This design comes from an exercise in tuning for small area on the open sky130 flow, not from production work. In this exercise RTL edits were held to simulation tests only and were not proved equivalent to the original. No activity file was given, so power comes from the tool's default toggle rates.

===== design/flow/config.mk =====
export PLATFORM = sky130hd
export DESIGN_NAME = breakout
export DESIGN_NICKNAME = breakout
export VERILOG_FILES = /design/flow/design.v
export SDC_FILE = /design/flow/constraint.sdc
export NUM_CORES = 4
export LEC_CHECK = 0
export CAP_MARGIN = 20
export CORE_MARGIN = 2
export CORE_UTILIZATION = 40
export SLEW_MARGIN = 20

===== design/flow/constraint.sdc =====
create_clock -name core_clock -period 40.0 [get_ports {clk}]
set_input_delay 8.0000 -clock core_clock [delete_from_list [all_inputs] [get_ports {clk}]]
set_output_delay 8.0000 -clock core_clock [all_outputs]
set_load 0.01 [all_outputs]

===== design/flow/design.v =====
module clk_divider(
    input clk,
    input reset,
    output clk_d
);
    parameter 
		limit = 32'hbaa;  
	 reg [31:0] counter;
	 reg clk_buf;
	 assign clk_d = clk_buf;
    always @ (posedge clk) begin
      if (reset) begin
        counter = 32'h0;
        clk_buf <= 1'b0;
      end
      else begin
        counter = counter + 1;
        if(counter == (limit / 2) ) begin
            clk_buf <= !clk_buf;
            counter = 32'h0;
        end
      end
    end
endmodule
module sinewave_rom_do (
    input [4:0] address,
    output reg [3:0] data
);
    always @ (address) begin
        case (address)
            5'h0: data = 4'h8;
            5'h1: data = 4'h9;
            5'h2: data = 4'hA;
            5'h3: data = 4'hC;
            5'h4: data = 4'hD;
            5'h5: data = 4'hE;
            5'h6: data = 4'hE;
            5'h7: data = 4'hF;
            5'h8: data = 4'hF;
            5'h9: data = 4'hF;
            5'ha: data = 4'hE;
            5'hb: data = 4'hE;
            5'hc: data = 4'hD;
            5'hd: data = 4'hC;
            5'he: data = 4'hA;
            5'hf: data = 4'h9;
            5'h10: data = 4'h7;
            5'h11: data = 4'h6;
            5'h12: data = 4'h5;
            5'h13: data = 4'h3;
            5'h14: data = 4'h2;
            5'h15: data = 4'h1;
            5'h16: data = 4'h1;
            5'h17: data = 4'h0;
            5'h18: data = 4'h0;
            5'h19: data = 4'h0;
            5'h1a: data = 4'h1;
            5'h1b: data = 4'h1;
            5'h1c: data = 4'h2;
            5'h1d: data = 4'h3;
            5'h1e: data = 4'h5;
            5'h1f: data = 4'h6;
            default: data = 4'hX;
        endcase
    end
endmodule
`timescale 1ns / 1ps
module Paddle(
    input btn_left,
    input btn_right,
    input reset,
    input clk,
    input tick,
    output [9:0] pos
    );
	reg [9:0] position;
	assign pos = position;
	always @ (posedge clk) begin
		if(reset)begin
			position <= 10'd270;  
		end
		else if(tick) begin
		if(btn_left && position > 10)begin
			position <= position - 10;
		end
		else if (btn_right && position < 640 - 100 - 10)begin
			position <= position + 10;
		end
		end
	end
endmodule
`timescale 1ns / 1ps
module ball(
	input [9:0] paddle_x,
   	input reset,
   	input start,
   	input clk,
	input tick,
  	output [9:0] x_out,
   	output [9:0] y_out,
	output erase_enable,
	output [5:0] e_pos,
	output reg [2:0] play_sound1,
	output reg [1:0] active_data
   	);
	parameter
		SCREEN_W = 640,
		SCREEN_H = 480,
		BALL_SIZE = 7,
		BLOCK_SPACING_X = 10'd40,
		BLOCK_SPACING_Y = 10'd20,
		FIRST_ROW_Y = 10'd40,
		SECOND_ROW_Y = 10'd90,		
		THIRD_ROW_Y = 10'd140,
		FOURTH_ROW_Y = 10'd190,
		FIFTH_ROW_Y = 10'd240,
		BLOCK_WIDTH = 10'd80,
		BLOCK_HEIGHT = 10'd30;
	reg [9:0] ball_x;	
	reg [9:0] ball_y;
	reg signed [9:0] ball_dx;
	reg signed [9:0] ball_dy;
	reg [9:0] ball_x_q;
	reg [9:0] ball_y_q;
	reg erase_e_q;
	reg [5:0] erase_pos_q;
	reg [2:0] snd;
	reg [1:0] adata;
	assign x_out = ball_x_q;
	assign y_out = ball_y_q;
	reg erase_e;
	reg [5:0] erase_pos;
	reg [5:0] address;
	reg win;
	reg [1:0] active [24:0];
	reg [9:0] temp1;
	reg [9:0] temp2;
	reg [5:0] i;
	reg start_movement;
	assign e_pos = erase_pos_q;
	assign erase_enable = erase_e_q;
	always @ (posedge clk) begin
		ball_x = ball_x_q;
		ball_y = ball_y_q;
		erase_e = erase_e_q;
		erase_pos = erase_pos_q;
		snd = play_sound1;
		adata = active_data;
		if(reset)begin
			ball_x = 10'd270;
			ball_y = 10'd440 - BALL_SIZE;
			ball_dx = -10'd1;
			ball_dy = -10'd1;
			start_movement = 0;
			erase_e = 0;
			address = 6'd0;
			snd = 3'b000;
			for (i = 0; i < 20; i = i + 1) begin
				active[i] = 0;			
			end
		end
		else if(tick) begin
		erase_e = 0;
		if(start)
			start_movement = 1;
		if(!start_movement)begin
			ball_x = paddle_x + BALL_SIZE + 10'd40;
		end
		if(start_movement)begin
			if((ball_x) <= 0 || ball_x >= SCREEN_W - BALL_SIZE)  
			begin
				ball_dx = ball_dx * -1;
			end
			if(ball_y <= 1)  
			begin
				snd = 3'b001;
				ball_dy = ball_dy * -1;
			end
			if(ball_y > SCREEN_H - BALL_SIZE)  
			begin
				snd = 3'b100;
				ball_dy = 0;
			end	
			address = address + 10'd1;
			if(address >= 10'd10)
				address = 10'd0;
				if (address<5) begin
					temp1 = FIRST_ROW_Y;	
					temp2 = BLOCK_SPACING_X + (BLOCK_WIDTH + BLOCK_SPACING_X) *address;			
				end
				else if (address < 10) begin
					temp1 = SECOND_ROW_Y;
					temp2 = BLOCK_SPACING_X + (BLOCK_WIDTH + BLOCK_SPACING_X) *(address-5);
				end
				if(active[address] < 3) begin
					if(
						(ball_y >= temp1  && ball_y <= (temp1 + BLOCK_HEIGHT) )  && 
						(( (ball_x + BALL_SIZE) >= (temp2) && (ball_x - BALL_SIZE) <= temp2 ) 
							||	
							( (ball_x + BALL_SIZE) >= (temp2 + BLOCK_WIDTH) && (ball_x - BALL_SIZE) <= (temp2 + BLOCK_WIDTH) )
							)
					) begin
						erase_e = 1;
						erase_pos = address;
						ball_dx = ball_dx * -1;
						active[address] = active[address] + 1;
						snd = active[address];
						adata = active[address];
					end
					else if ( (ball_x >= temp2 && ball_x <= (temp2 + BLOCK_WIDTH)) && 
					(( (ball_y + BALL_SIZE) >= (temp1) && (ball_y - BALL_SIZE) <= temp1 ) || 
						( (ball_y + BALL_SIZE) >= (temp1 + BLOCK_HEIGHT) && (ball_y - BALL_SIZE) <= (temp1 + BLOCK_HEIGHT) )
					))
					begin
						erase_e = 1;
						erase_pos = address;
						ball_dy = ball_dy * -1;
						active[address] = active[address] + 1;
						snd = active[address];
						adata = active[address];
					end
				end
				if (address<5) begin
					temp1 = THIRD_ROW_Y;	
					temp2 = BLOCK_SPACING_X + (BLOCK_WIDTH + BLOCK_SPACING_X) *(address);			
				end
				else if (address < 10) begin
					temp1 = FOURTH_ROW_Y;
					temp2 = BLOCK_SPACING_X + (BLOCK_WIDTH + BLOCK_SPACING_X) *(address-5);
				end
				if(active[address + 10'd10] < 3) begin
					if(
						(ball_y >= temp1  && ball_y <= (temp1 + BLOCK_HEIGHT) )  && 
						(( (ball_x + BALL_SIZE) >= (temp2) && (ball_x - BALL_SIZE) <= temp2 ) 
							||	
							( (ball_x + BALL_SIZE) >= (temp2 + BLOCK_WIDTH) && (ball_x - BALL_SIZE) <= (temp2 + BLOCK_WIDTH) )
							)
					) begin
						erase_e = 1;
						erase_pos = address + 10'd10;
						ball_dx = ball_dx * -1;
						active[address + 10'd10] = active[address + 10'd10] + 1;
						snd = active[address + 10'd10];
						adata = active[address + 10'd10];
					end
					else if ( (ball_x >= temp2 && ball_x <= (temp2 + BLOCK_WIDTH)) && 
					(( (ball_y + BALL_SIZE) >= (temp1) && (ball_y - BALL_SIZE) <= temp1 ) || 
						( (ball_y + BALL_SIZE) >= (temp1 + BLOCK_HEIGHT) && (ball_y - BALL_SIZE) <= (temp1 + BLOCK_HEIGHT) )
					))
					begin
						erase_e = 1;
						erase_pos = address + 10'd10;
						ball_dy = ball_dy * -1;
						active[address + 10'd10] = active[address + 10'd10] + 1;
						snd = active[address + 10'd10];
						adata = active[address + 10'd10];
					end
				end
			win = 1;
			for (i = 0; i < 20; i = i + 1) begin
					if (active[i] < 3)
						win = 0;
			end
			if( ball_dy > 0 && (ball_x > paddle_x && ball_x < (paddle_x + 100)) && ( ( (ball_y + BALL_SIZE) >= 10'd439 && (ball_y - BALL_SIZE) < 10'd440) ) )  
			begin
				ball_dy = ball_dy * -1;
				snd = 3'b100;
				if ((ball_x < paddle_x + 25 || ball_x > paddle_x + 75) && (ball_dx == 1 || ball_dx == -1)) begin
					ball_dx = ball_dx * 2;
				end
				else if (ball_dx == 2) begin
					ball_dx = 1;
				end
				else if (ball_dx == -2) begin
					ball_dx = -1;
				end
			end
			if (win) begin
				ball_dx = 10'd0;
				ball_dy = 10'd0;
			end
			ball_x = ball_x + ball_dx;
			ball_y = ball_y + ball_dy;
		end
		end
		ball_x_q <= ball_x;
		ball_y_q <= ball_y;
		erase_e_q <= erase_e;
		erase_pos_q <= erase_pos;
		play_sound1 <= snd;
		active_data <= adata;
	end
endmodule
`timescale 1ns / 1ps
module VGA(
   input clk,
   output reg [5:0] RGB,
   output reg hsync,
   output reg vsync,
	output [9:0] hor_count,
	output [9:0] ver_count,
	input [2:0] rgb_in,
	input [9:0] paddle_pos,
	input [9:0] ball_x,
	input [9:0] ball_y,
	input reset,
	input active_write_enable,
	input [5:0] active_position,
	input [1:0] active_data
);
	parameter
		BALL_SIZE = 7,
		BLOCK_SPACING_X = 10'd40,
		BLOCK_WIDTH = 10'd80,
		BLOCK_HEIGHT = 10'd30,
		FIRST_ROW_Y = 10'd40,
		SECOND_ROW_Y = 10'd90,		
		THIRD_ROW_Y = 10'd140,
		FOURTH_ROW_Y = 10'd190,
		FIFTH_ROW_Y = 10'd240;
	reg [9:0] hcount;
	reg [9:0] vcount;
	assign hor_count = hcount;
	assign ver_count = vcount;
	reg [9:0] data_x [19:0];
	reg [9:0] data_y [19:0];
	reg [2:0] active [19:0];
	reg [4:0] i;
	reg [4:0] j;
	reg [5:0] block_colors [24:0];
	always @ (posedge clk) begin
		if(active_write_enable)
			active[active_position] <= active_data;
		if (reset) begin
			for (i = 0; i < 20; i = i + 1) begin
				if(i < 5) begin
					data_x[i] <= BLOCK_SPACING_X + (BLOCK_SPACING_X + BLOCK_WIDTH) * i;
					data_y[i] <= FIRST_ROW_Y;
					block_colors[i] <= 6'b001001;
					active[i] <= 0;
				end
				else if (i < 10) begin
					data_x[i] <= BLOCK_SPACING_X + ((BLOCK_SPACING_X + BLOCK_WIDTH) * (i-5));
					data_y[i] <= SECOND_ROW_Y;					
					block_colors[i] <= 6'b110101;
					active[i] <= 0;
				end
				else if (i < 15) begin
					data_x[i] <= BLOCK_SPACING_X + ((BLOCK_SPACING_X + BLOCK_WIDTH) * (i-10));
					data_y[i] <= THIRD_ROW_Y;					
					block_colors[i] <= 6'b011111;
					active[i] <= 0;
				end
				else if (i < 20) begin
					data_x[i] <= BLOCK_SPACING_X + ((BLOCK_SPACING_X + BLOCK_WIDTH) * (i-15));
					data_y[i] <= FOURTH_ROW_Y;					
					block_colors[i] <= 6'b100101;
					active[i] <= 0;
				end
				else if (i < 25) begin
					data_x[i] <= BLOCK_SPACING_X + ((BLOCK_SPACING_X + BLOCK_WIDTH) * (i-20));
					data_y[i] <= FIFTH_ROW_Y;					
					block_colors[i] <= 6'b000010;
					active[i] <= 0;
				end
			end
		end
	end
    always @ ( posedge clk)
    begin 
      if (reset) begin
        hcount = 0;
        vcount = 0;
        hsync = 1;
        vsync = 1;
        RGB = 6'b000;
      end
      else begin
      if (hcount == 799) begin
            hcount = 0;
            if (vcount == 524) begin
                vcount = 0;
				end
            else begin
                vcount = vcount + 1;
            end
			end
        else begin
            hcount = hcount + 1;
        end
        if (vcount >= 490 && vcount < 492) begin
            vsync = 0;
        end
        else begin
            vsync = 1;
        end
        if (hcount >= 656 && hcount < 752) begin
            hsync = 0;
        end
        else begin
            hsync = 1;
        end
        if (hcount < 640 && vcount < 480) begin
            RGB = 6'b000; 
        		if(vcount >= ball_y && vcount <= (ball_y + BALL_SIZE) 
        			&& hcount >= ball_x && hcount <= (ball_x + BALL_SIZE) )
        			RGB = 6'b111000; 
				if(vcount > 440 && vcount < 450 && 
					hcount > paddle_pos && hcount < paddle_pos + 100)begin 
					RGB = 6'b100001; 
				end
				else begin
				for (j = 0; j < 20; j = j + 1) begin
						if(active[j] != 2'b11 && (vcount >= data_y[j] && vcount <= (data_y[j] + BLOCK_HEIGHT)) 
							&& hcount >= data_x[j] && hcount <= (data_x[j] + BLOCK_WIDTH))
						begin
							RGB = block_colors[j] + active[j] + 6'b000001;
						end
				end
				end
        end
        else begin
            RGB = 6'b000;
        end
      end
    end
endmodule
`timescale 1ns / 1ps
module breakout(
		input clk,
		input reset_button,
		input start_button,
		input left_button,
		input right_button,
		input ball_tick,
		input paddle_tick,
		output [5:0] RGB,
		output hsync,
		output vsync,
		output [3:0] tono
    );
	wire [5:0] rgb;
	wire hs;
	wire vs;
	wire [9:0] hcount; 
	wire [9:0] vcount;
	wire [9:0] paddle_pos;
	wire [9:0] ball_x;
	wire [9:0] ball_y;
	wire erase_enable;
	wire [5:0] erase_pos;	
	Paddle pd(left_button, right_button, reset_button, clk, paddle_tick, paddle_pos);
	wire [2:0] data;
	wire [2:0] play_sound1;
	wire [1:0] active_data;
	ball bola(paddle_pos, reset_button, start_button, clk, ball_tick, ball_x, ball_y, erase_enable, erase_pos, play_sound1, active_data);
	assign data = 3'b000;
	VGA vga(clk, rgb, hs, vs, hcount, vcount, data, paddle_pos, ball_x, ball_y, reset_button, erase_enable, erase_pos, active_data);
	assign RGB = rgb;
	assign hsync = hs;
	assign vsync = vs;
	wire clk_out_do;
	wire clk_out_re;
	wire clk_out_mi;
	wire clk_out_sol;
	clk_divider #(.limit(32'hBAA)) clk_do (
			.clk(clk),
			.reset(reset_button),
			.clk_d(clk_out_do)
	);
	clk_divider #(.limit(32'hA64)) clk_re (
			.clk(clk),
			.reset(reset_button),
			.clk_d(clk_out_re)
	);
	clk_divider #(.limit(32'h941)) clk_mi (
			.clk(clk),
			.reset(reset_button),
			.clk_d(clk_out_mi)
	);
	clk_divider #(.limit(32'h7C9)) clk_sol ( 
			.clk(clk),
			.reset(reset_button),
			.clk_d(clk_out_sol)
	);
	reg [4:0] address_audio;
	reg temp;
	reg temp_prev;
	sinewave_rom_do rom_tono(address_audio, tono);
	always @(posedge clk) 
	begin
		if (reset_button)
			address_audio <= 5'd0;
		else if (temp && !temp_prev)
			address_audio <= address_audio + 1;
	end	
	always @ (posedge clk) begin
		if (reset_button) begin
			temp <= 0;
			temp_prev <= 0;
		end
		else begin
			temp_prev <= temp;
			case(play_sound1)
				3'b001: temp <= clk_out_do;
				3'b010: temp <= clk_out_re;
				3'b011: temp <= clk_out_mi;
				3'b100: temp <= clk_out_sol;
				default: temp <= 0;
			endcase
		end
	end
endmodule

===== design/flow/run.sh =====
#!/bin/bash
# synth_recipe.tcl (not shown) runs the flow's synth.tcl, then flattens the netlist and writes it again
# the make line also repeats each setting of config.mk as NAME=value (left out here)
make -C /OpenROAD-flow-scripts/flow DESIGN_CONFIG=/design/flow/config.mk WORK_HOME=/design/flow/orfs CLKGATE_MAP_FILE= SYNTH_SCRIPT=/design/flow/synth_recipe.tcl finish

==> results_dict.tcl <==
set metrics [dict create \
    gr-total-overflow 0 \
    io_buffers 18 \
    register_area_um2 7340 \
    synth-seq-area-share_pct 22.1 \
    cts_tree "done" \
    diodes 0 \
    ant_nets 0 \
    p_leak_nw 14.3 \
    die_x_um 292 \
    synth-edff-count 37 \
    cts_max_path_buffers 3 \
    swShare_pct 49.3 \
    comb_power_share_pct 63.2 \
    grt_usage_pct 23.6 \
    cts_resized 0 \
    dieArea_um2 85200 \
    synth_cells 4357 \
    synth_cell_types 106 \
    cts_buffers 44 \
    fin_crit_ps 20190 \
    place_ws_ps 18990 \
    fin_crit_sh_pct 50.5 \
    power_density_nw_per_um2 66.1 \
    finalSetupViolCount 0 \
    cp-end-kind "flip-flop" \
    grt_first_pass_wirelength_um 164000 \
    timing.hold.ws_ps 451 \
    avgSynthCellArea_um2 7.61 \
    grt_setup_unrepaired "false" \
    hold_class "reg2reg" \
    antenna_found_initial 0 \
    dp_cells 5312 \
    nFillCells 8333 \
    start_util_pct 40.4 \
    switching_power_mw 1.17 \
    seq_power_share_pct 18.2 \
    cts_hold_buf 0 \
    hpwlAfterDp_um 76600 \
    finalHoldViolCount 0 \
    timing.fmax_mhz 49.5 \
    cp_slowest_stage_delay_ps 620 \
    synth.top_cell.area_share_pct 18.8 \
    drive_above_1_share_pct 4.60 \
    multiInputGateArea_um2 24400 \
    status "finished clean" \
    slew_viol_final 0 \
    post_cts_buffers 0 \
    die_h_um 292 \
    intPower_mw 1.21 \
    syn_to_final_growth_pct 8.53 \
    drtPass1Iterations 8 \
    drc 0 \
    synth-async-reset-ratio_pct 0 \
    crit_type "in2reg" \
    via_per_inst 5.90 \
    cts.clk_slew.worst_paths_ps 50 \
    cts_root_buf "clkbuf_16" \
    fin_util_pct 43.8 \
    total_power_mw 2.38 \
    crit_arrival_ps 20730 \
    finalNetCount 4717 \
    core_um2 82100 \
    synth_area_leaders "dfxtp_1 19%, ha_1 15%, nor2_1 5.8%" \
    drv_cap 0 \
    final_cell_area_um2 36000 \
    clock_skew_ps 49.7 \
    yosysWarningCount 13 \
    fp-row-count 105 \
    synth_largest_area_cell "dfxtp_1" \
    wire_per_inst_um 19.2 \
    finalWorstSetupSlack_ps 19810 \
    ir_drop_mv 0.0570 \
    grt_pass1_vias 29800 \
    cp_data_required_time_ps 40540 \
    relSlewSlack_pct 20.6 \
    dominantRegCellSynth "dfxtp_1" \
    max_slew.worst_pin.slew_ps 1180 \
    gp_congestion 0.982 \
    critical_path.max_fanout 27 \
    pwr-share-clk_pct 18.6 \
    drt_iter0_markers 2473 \
    syn_area_um2 33200 \
    clock_latency_ps 630 \
    grt_max_degree 71 \
    critPathLaunchType "primary input" \
    final-instance-count-excl-fill 5393 \
    ys_seq_elements 348 \
    slowest_stage "nor2_2" \
    finalSetupTns_ps 0 \
    htreeDepth 2 \
    vias 31800 \
    dpl-instance-area_um2 34400 \
    cts_sinks 348 \
    totalWireLength_um 103000 \
    io-pin-count 19 \
]
-- worst max-delay path, delay by kind of cell --
family / cells / cell delay (ps)
XOR/XNOR: 1 / 160
buffers and inverters: 5 / 1610
AND/OR/NAND/NOR: 14 / 3930
multiplexers: 3 / 1160
AO/OA/AOI/OAI: 22 / 4890
adder cells (fa/ha/maj): 3 / 930
-- path summary, 6_finish.rpt --
path	cells after the start	end	from	slack (ps)
worst max register to register	64	bola.ball_x_q[9]$_SDFFE_PP0P_	bola.address[0]$_SDFFE_PP0P_	22670
worst min register to register	1	clk_sol.counter[0]$_SDFF_PP0_	clk_sol.counter[0]$_SDFF_PP0_	450
worst max-delay path	48	bola.ball_x_q[9]$_SDFFE_PP0P_	start_button	19810
worst min-delay path	1	clk_sol.counter[0]$_SDFF_PP0_	clk_sol.counter[0]$_SDFF_PP0_	450
-- power by group through the flow --
stage	Clock (mW)	Combinational (mW)	Sequential [mW]
after floorplan	0	1.11	0.410
after global placement	0	1.46	0.439
after detailed placement	0	1.47	0.439
after CTS	0.454	1.48	0.432
after global routing	0.467	1.66	0.436
final	0.443	1.50	0.434
-- cell type report --
cell class | instances | area share, %
Sequential cell | 348 | 20.4
Multi-Input combinational cell | 3631 | 67.8
Clock buffer | 59 | 3.59
Inverter | 194 | 2.02
Clock inverter | 22 | 0.897
Timing Repair Buffer | 69 | 1.57
Tap cell | 1070 | 3.72
-- metal layers --
metal | track usage, % | vias to the layer above | part of all wire [%]
li1 | - | 15600 | -
met1 | 32.1 | 15000 | 46
met2 | 37.7 | 944 | 44
met3 | 3.25 | 242 | 5.9
met4 | 9.24 | 0 | 3.8
met5 | 0 | - | 0
-- flip-flops by register name (all words and copies together) (netlist names), 9 cells and up --
name,cells
clk_do.counter,32
bola.active,50
pd.position,9
clk_re.counter,32
bola.temp1,10
clk_mi.counter,32
clk_sol.counter,32
bola.ball_x_q,10
vga.active,40
bola.ball_dx,10
bola.ball_y_q,10
vga.vcount,10
bola.ball_dy,10
bola.temp2,10
vga.hcount,10
-- kinds of logic (layout without fill, tap and decap cells) --
logic type | count (synthesis) | in the layout | share of synthesized area [%]
other cells | 2 | 4 | 0.0227
mux | 69 | 69 | 2.15
xor+xnor | 321 | 321 | 8.59
compound gates | 1086 | 1086 | 21.6
simple gates | 1729 | 1729 | 24.8
buf+inv | 380 | 344 | 4.44
flops | 348 | 348 | 22.1
fa+ha+maj | 422 | 422 | 16.2
-- cell usage after synthesis, types with 19 or more instances --
master and count:
o21a_1 70, nor2_1 510, nor4_1 43, xnor2_1 199, nor3_1 113, o21bai_1 19, o31ai_1 27, nor2b_1 62
o211ai_1 60, mux2i_1 53, a21oi_1 327, a31oi_1 38, nand4_1 73, a21o_1 54, xor2_1 119, a211oi_1 48
or3_1 32, nand2_1 438, nand2b_1 49, edfxtp_1 37, and2_1 22, dfxtp_1 311, o22ai_1 30, inv_1 182
clkbuf_1 148, nand3_1 222, o21ai_0 177, ha_1 408, and3_1 62
-- layout by cell type (no fill, tap or decap), drive strengths merged, types with 53 or more instances in the layout --
cell type	n
nor2	510
nand2	438
ha	408
a21oi	334
dfxtp	311
nand3	222
xnor2	200
inv	187
o21ai	186
xor2	119
nor3	114
nand4	73
o21a	70
and3	62
nor2b	62
o211ai	62
clkbuf	59
a21o	54
mux2i	54
a211oi	53

port drivers added, routing unchanged:
The results above use ideal ports. As a check the final layout listed here was re-extracted and re-timed, cells and wires unchanged. Step 1 (the two cells are an assumption about what drives the block):
set clk [get_ports {clk}]
set_driving_cell -lib_cell sky130_fd_sc_hd__clkbuf_16 $clk
set_driving_cell -lib_cell sky130_fd_sc_hd__buf_2 [delete_from_list [all_inputs] $clk]
Step 2 times the ports against the registers' clock, not the clock port: input delays grow and output delays shrink by t, the midpoint of the rising clock arrivals with the driver on. Slacks: ideal ports / drivers / drivers and shift; pairs: ideal ports / drivers.
t (ns): 0.670
slack for setup (ns): 19.814 / 19.854 / 19.184
hold WS [ns]: 0.451 / 0.451 / 0.451
worst setup path at the end: input to register
worst data-port slew with drivers (ns): 0.07
After both steps this run still meets setup and hold. For this run, drivers alone change the setup slack by +0.040 ns; drivers and shift together by -0.630 ns.
